Background: an optimization exercise with open tools, aiming at small area, a short achievable clock period and few clock cycles. Do not read the settings as production practice.
The RTL was checked by simulation tests, not by an equivalence proof against the original design.
Power is estimated from default activity; no workload was simulated.

## 05-08
==> flow/design.v <==
`timescale 1ns/10ps
module LBP ( clk, reset, gray_addr, gray_req, gray_data, lbp_addr, lbp_write, lbp_data, finish);
input   	clk;
input   	reset;
output  [5:0] 	gray_addr;
output        	gray_req;
input   	[7:0] 	gray_data;
output reg [5:0] 	lbp_addr;
output reg 		lbp_write;
output reg [7:0] 	lbp_data;
output reg 	finish;
reg [5:0] cnt;
wire [2:0] r = cnt[5:3];
wire [2:0] c = cnt[2:0];
assign gray_addr = cnt;
assign gray_req  = 1'b1;
always @(posedge clk or posedge reset)
begin
	if (reset) begin
		cnt <= 6'd0;
		finish <= 1'b0;
	end else begin
		cnt <= cnt + 6'd1;
		if (cnt == 6'd63) finish <= 1'b1;
	end
end
always @(posedge clk)
begin
	lbp_write <= !finish && (r >= 3'd2) && (c >= 3'd2);
end
reg [7:0] s1, s2, s3, s4, s5, s6, s7, s8, s9;
wire [7:0] n = gray_data;     
wire [7:0] a = s9;            
wire [7:0] b = s8;            
wire [7:0] cc = s7;           
wire [7:0] d = s1;            
always @(posedge clk)
begin
	s1 <= n; s2 <= s1; s3 <= s2; s4 <= s3; s5 <= s4;
	s6 <= s5; s7 <= s6; s8 <= s7; s9 <= s8;
end
reg [3:0] l0_1, l0_2, l0_3, l0_4, l0_5, l0_6, l0_7, l0_8, l0_9;
reg [7:0] l4;
reg [1:0] l5;
reg       l6;
function [1:0] cmp;   
	input [7:0] x, y;
	reg [7:0] g, p;
	reg [3:0] g2, p2;
	reg [1:0] g4, p4;
	begin
		g = x & ~y;
		p = x | ~y;
		g2 = {g[7] | p[7] & g[6], g[5] | p[5] & g[4], g[3] | p[3] & g[2], g[1] | p[1] & g[0]};
		p2 = {g[7] | p[7] & p[6], g[5] | p[5] & p[4], g[3] | p[3] & p[2], g[1] | p[1] & p[0]};
		g4 = {g2[3] | p2[3] & g2[2], g2[1] | p2[1] & g2[0]};
		p4 = {g2[3] | p2[3] & p2[2], g2[1] | p2[1] & p2[0]};
		cmp = {g4[1] | p4[1] & g4[0], g4[1] | p4[1] & p4[0]};
	end
endfunction
wire [1:0] ca = cmp(a, n), cb = cmp(b, n), cc2 = cmp(cc, n), cd = cmp(d, n);
wire a_ge = ca[0], n_ge_a = ~ca[1];
wire b_ge = cb[0], n_ge_b = ~cb[1];
wire c_ge = cc2[0], n_ge_c = ~cc2[1];
wire d_ge = cd[0], n_ge_d = ~cd[1];
always @(posedge clk)
begin
	l0_1 <= {d_ge, c_ge, b_ge, a_ge};
	l0_2 <= l0_1; l0_3 <= l0_2; l0_4 <= l0_3; l0_5 <= l0_4;
	l0_6 <= l0_5; l0_7 <= l0_6; l0_8 <= l0_7; l0_9 <= l0_8;
	l4 <= {l4[6:0], n_ge_d};
	l5 <= {l5[0], n_ge_c};
	l6 <= n_ge_b;
	lbp_data <= {n_ge_a, l6, l5[1], l4[7], l0_9};
	lbp_addr <= {r - 3'd1, c - 3'd1};
end
endmodule
export LEC_CHECK = 0
export CAP_MARGIN = 20
export CORE_MARGIN = 2
export CORE_UTILIZATION = 55
export CTS_BUF_LIST = sky130_fd_sc_hd__clkbuf_8 sky130_fd_sc_hd__clkbuf_4
export CTS_CLUSTER_DIAMETER = 100
export CTS_CLUSTER_SIZE = 40
export SETUP_SLACK_MARGIN = 2.3
export SLEW_MARGIN = 20
create_clock -name core_clock -period 4.0 [get_ports {clk}]
standard.sh (not shown) runs the stock make flow with config.mk's settings and CLKGATE_MAP_FILE= SYNTH_SCRIPT=/design/flow/synth_recipe.tcl, a recipe that flattens the netlist after the stock synthesis.
==> flow/flow/run.sh <==
#!/bin/bash
# The standard layout, with plain buf_2 cells as the port buffers and a
# clock tree without dummy loads.
set -euo pipefail
export BUFFER_PORTS_ARGS="-buffer_cell sky130_fd_sc_hd__buf_2"
export CTS_ARGS="-sink_clustering_enable -repair_clock_nets -sink_clustering_size 50 -sink_clustering_max_diameter 100 -buf_list {sky130_fd_sc_hd__clkbuf_16 sky130_fd_sc_hd__clkbuf_8} -root_buf sky130_fd_sc_hd__clkbuf_16 -dont_use_dummy_load -sink_buffer_max_cap_derate 1.0"
bash standard.sh > standard.log 2>&1
Testbench counts of 05-08, summed over its fixed seeds: cycles 4,160.
Edits applied to the flow inputs when going from 05-08 to 09-25:
==> flow/design.v, changed modules only <==
module LBP ( clk, reset, gray_addr, gray_req, gray_data, lbp_addr, lbp_write, lbp_data, finish);
input   	clk;
input   	reset;
output  [5:0] 	gray_addr;
output        	gray_req;
input   	[7:0] 	gray_data;
output reg [5:0] 	lbp_addr;
output reg 		lbp_write;
output reg [7:0] 	lbp_data;
output reg 	finish;
reg [5:0] cnt;
wire [2:0] r = cnt[5:3];
wire [2:0] c = cnt[2:0];
assign gray_addr = cnt;
assign gray_req  = 1'b1;
always @(posedge clk or posedge reset)
begin
	if (reset) begin
		cnt <= 6'd0;
		finish <= 1'b0;
	end else begin
		cnt <= cnt + 6'd1;
		if (cnt == 6'd63) finish <= 1'b1;
	end
end
always @(posedge clk)
begin
	lbp_write <= !finish && (r >= 3'd2) && (c >= 3'd2);
end
reg [7:0] s1, s2, s3, s4, s5, s6, s7, s8, s9;
wire [7:0] n = gray_data;     
wire [7:0] a = s9;            
wire [7:0] b = s8;            
wire [7:0] cc = s7;           
wire [7:0] d = s1;            
always @(posedge clk)
begin
	s1 <= n; s2 <= s1; s3 <= s2; s4 <= s3; s5 <= s4;
	s6 <= s5; s7 <= s6; s8 <= s7; s9 <= s8;
end
reg [3:0] l0_1, l0_2, l0_3, l0_4, l0_5, l0_6, l0_7, l0_8, l0_9;
reg [1:0] l5;
reg       l6;
function [1:0] cmp;   
	input [7:0] x, y;
	reg [7:0] g, p;
	reg [3:0] g2, p2;
	reg [1:0] g4, p4;
	begin
		g = x & ~y;
		p = x | ~y;
		g2 = {g[7] | p[7] & g[6], g[5] | p[5] & g[4], g[3] | p[3] & g[2], g[1] | p[1] & g[0]};
		p2 = {g[7] | p[7] & p[6], g[5] | p[5] & p[4], g[3] | p[3] & p[2], g[1] | p[1] & p[0]};
		g4 = {g2[3] | p2[3] & g2[2], g2[1] | p2[1] & g2[0]};
		p4 = {g2[3] | p2[3] & p2[2], g2[1] | p2[1] & p2[0]};
		cmp = {g4[1] | p4[1] & g4[0], g4[1] | p4[1] & p4[0]};
	end
endfunction
wire [1:0] ca = cmp(a, n), cb = cmp(b, n), cc2 = cmp(cc, n), cd = cmp(d, n), cba = cmp(b, a);
wire a_ge = ca[0], n_ge_a = ~ca[1];
wire b_ge = cb[0], n_ge_b = ~cb[1];
wire c_ge = cc2[0], n_ge_c = ~cc2[1];
wire d_ge = cd[0];
wire b_ge_a = cba[0];
always @(posedge clk)
begin
	l0_1 <= {d_ge, c_ge, b_ge, a_ge};
	l0_2 <= l0_1; l0_3 <= l0_2; l0_4 <= l0_3; l0_5 <= l0_4;
	l0_6 <= l0_5; l0_7 <= l0_6; l0_8 <= l0_7; l0_9 <= l0_8;
	l5 <= {l5[0], n_ge_c};
	l6 <= n_ge_b;
	lbp_data <= {n_ge_a, l6, l5[1], b_ge_a, l0_9};
	lbp_addr <= {r - 3'd1, c - 3'd1};
end
endmodule
## What came out
- Timing, DRC, antenna: 0 failures across 05-08 and 09-25
- 05-08 reports its category of the critical setup timing path as flop to primary output while 09-25 reports input port to flop.
- Compared to 05-08, 09-25 reaches a lower achievable clock.
- 05-08 -> 09-25: count of clock-buffer cells in the layout flat
- Of the two candidates, 05-08 has the better design area and 09-25 the worse one.
- 09-25 against 05-08: post-synthesis sequential element count decreased 8; post-route worst setup slack dropped 86 ps.
- | clock power | 09-25 vs 05-08 | ≈ equal |
- 09-25 ends up with lower total via count in the routed design than 05-08 does.
- In the metrics for 05-08 and 09-25, the one carrying the lower synthesized-area fraction occupied by ao, oa, aoi and oai cells is 09-25.
- 05-08 gets by with more registers than 09-25.
- Relative to 05-08, layout cell share with drive strength beyond 1 has increased by 9.2 points in 09-25.
Testbench counts of 09-25, summed over its fixed seeds: cycles 4,160.

---

// LBP: RTL as listed in full above, without the edits since
clock: 4.0 ns
lec_check: 0
cap_margin: 20
core_margin: 2
core_utilization: 55
cts_buf_list: sky130_fd_sc_hd__clkbuf_8 sky130_fd_sc_hd__clkbuf_4
cts_cluster_diameter: 100
cts_cluster_size: 40
setup_slack_margin: 2.3
slew_margin: 20
==> flow/flow/run.sh <==
#!/bin/bash
# The standard layout, with plain buf_2 cells as the port buffers instead of
# the slow delay cells buffer_ports picks by default.
set -euo pipefail
export BUFFER_PORTS_ARGS="-buffer_cell sky130_fd_sc_hd__buf_2"
bash standard.sh > standard.log 2>&1
Testbench counts at the start, summed over its fixed seeds: cycles 4,160.
Then changed:
--- a/flow/design.v
+++ b/flow/design.v
@@ -30,17 +30,16 @@
 end
 reg [7:0] s1, s2, s3, s4, s5, s6, s7, s8, s9;
 wire [7:0] n = gray_data;     
-wire [7:0] a = s9;            
-wire [7:0] b = s8;            
-wire [7:0] cc = s7;           
-wire [7:0] d = s1;            
+wire [7:0] a = ~s9;           
+wire [7:0] b = ~s8;           
+wire [7:0] cc = ~s7;          
+wire [7:0] d = ~s1;           
 always @(posedge clk)
 begin
-	s1 <= n; s2 <= s1; s3 <= s2; s4 <= s3; s5 <= s4;
+	s1 <= ~n; s2 <= s1; s3 <= s2; s4 <= s3; s5 <= s4;
 	s6 <= s5; s7 <= s6; s8 <= s7; s9 <= s8;
 end
 reg [3:0] l0_1, l0_2, l0_3, l0_4, l0_5, l0_6, l0_7, l0_8, l0_9;
-reg [7:0] l4;
 reg [1:0] l5;
 reg       l6;
 function [1:0] cmp;   
@@ -58,20 +57,20 @@
 		cmp = {g4[1] | p4[1] & g4[0], g4[1] | p4[1] & p4[0]};
 	end
 endfunction
-wire [1:0] ca = cmp(a, n), cb = cmp(b, n), cc2 = cmp(cc, n), cd = cmp(d, n);
+wire [1:0] ca = cmp(a, n), cb = cmp(b, n), cc2 = cmp(cc, n), cd = cmp(d, n), cba = cmp(b, a);
 wire a_ge = ca[0], n_ge_a = ~ca[1];
 wire b_ge = cb[0], n_ge_b = ~cb[1];
 wire c_ge = cc2[0], n_ge_c = ~cc2[1];
-wire d_ge = cd[0], n_ge_d = ~cd[1];
+wire d_ge = cd[0];
+wire b_ge_a = cba[0];
 always @(posedge clk)
 begin
 	l0_1 <= {d_ge, c_ge, b_ge, a_ge};
 	l0_2 <= l0_1; l0_3 <= l0_2; l0_4 <= l0_3; l0_5 <= l0_4;
 	l0_6 <= l0_5; l0_7 <= l0_6; l0_8 <= l0_7; l0_9 <= l0_8;
-	l4 <= {l4[6:0], n_ge_d};
 	l5 <= {l5[0], n_ge_c};
 	l6 <= n_ge_b;
-	lbp_data <= {n_ge_a, l6, l5[1], l4[7], l0_9};
+	lbp_data <= {n_ge_a, l6, l5[1], b_ge_a, l0_9};
 	lbp_addr <= {r - 3'd1, c - 3'd1};
 end
 endmodule
Effect: Area after synthesis came out lower by 3.6%. Setup slack is better by 27 ps. Design area came out lower by about 3.3%. Maximum frequency came out higher by 1.6%. Non-clock buffer count came out lower by 2. Final cell count came out lower by about 1.4%.
Testbench counts after the change, summed over its fixed seeds: cycles 4,160.

re-timing with driven ports:
In the flow no input, the clock included, has a driving cell. The finished layouts below were timed again as built, in two steps. Step 1 assumes that a clkbuf_16 drives the clock port and a buf_2 every other input. Step 2 times the ports against the registers' clock, not the clock port: input delays grow and output delays shrink by t, the midpoint of the rising clock arrivals with the driver on. Three values: ideal ports, drivers, drivers and shift; two values: the first two.
| run | shift t [ns] | slack for setup (ns) | slew at the worst register clock pin (ns) | worst data-port slew with drivers (ns) |
|---|---|---|---|---|
| 05-08 | 0.426 | 2.282 / 2.247 / 2.100 | 0.06 / 0.06 | 0.03 |
| 09-25 | 0.422 | 2.195 / 2.182 / 1.760 | 0.06 / 0.06 | 0.06 |
| the first run of note 2 | 0.450 | 2.240 / 2.207 / 2.130 | 0.08 / 0.08 | 0.03 |
| the second run of note 2 | 0.434 | 2.268 / 2.234 / 1.946 | 0.08 / 0.08 | 0.03 |
After both steps every run listed still meets setup and hold. For 09-25, which loses most, drivers alone change the setup slack by -0.013 ns; drivers and shift together by -0.435 ns.
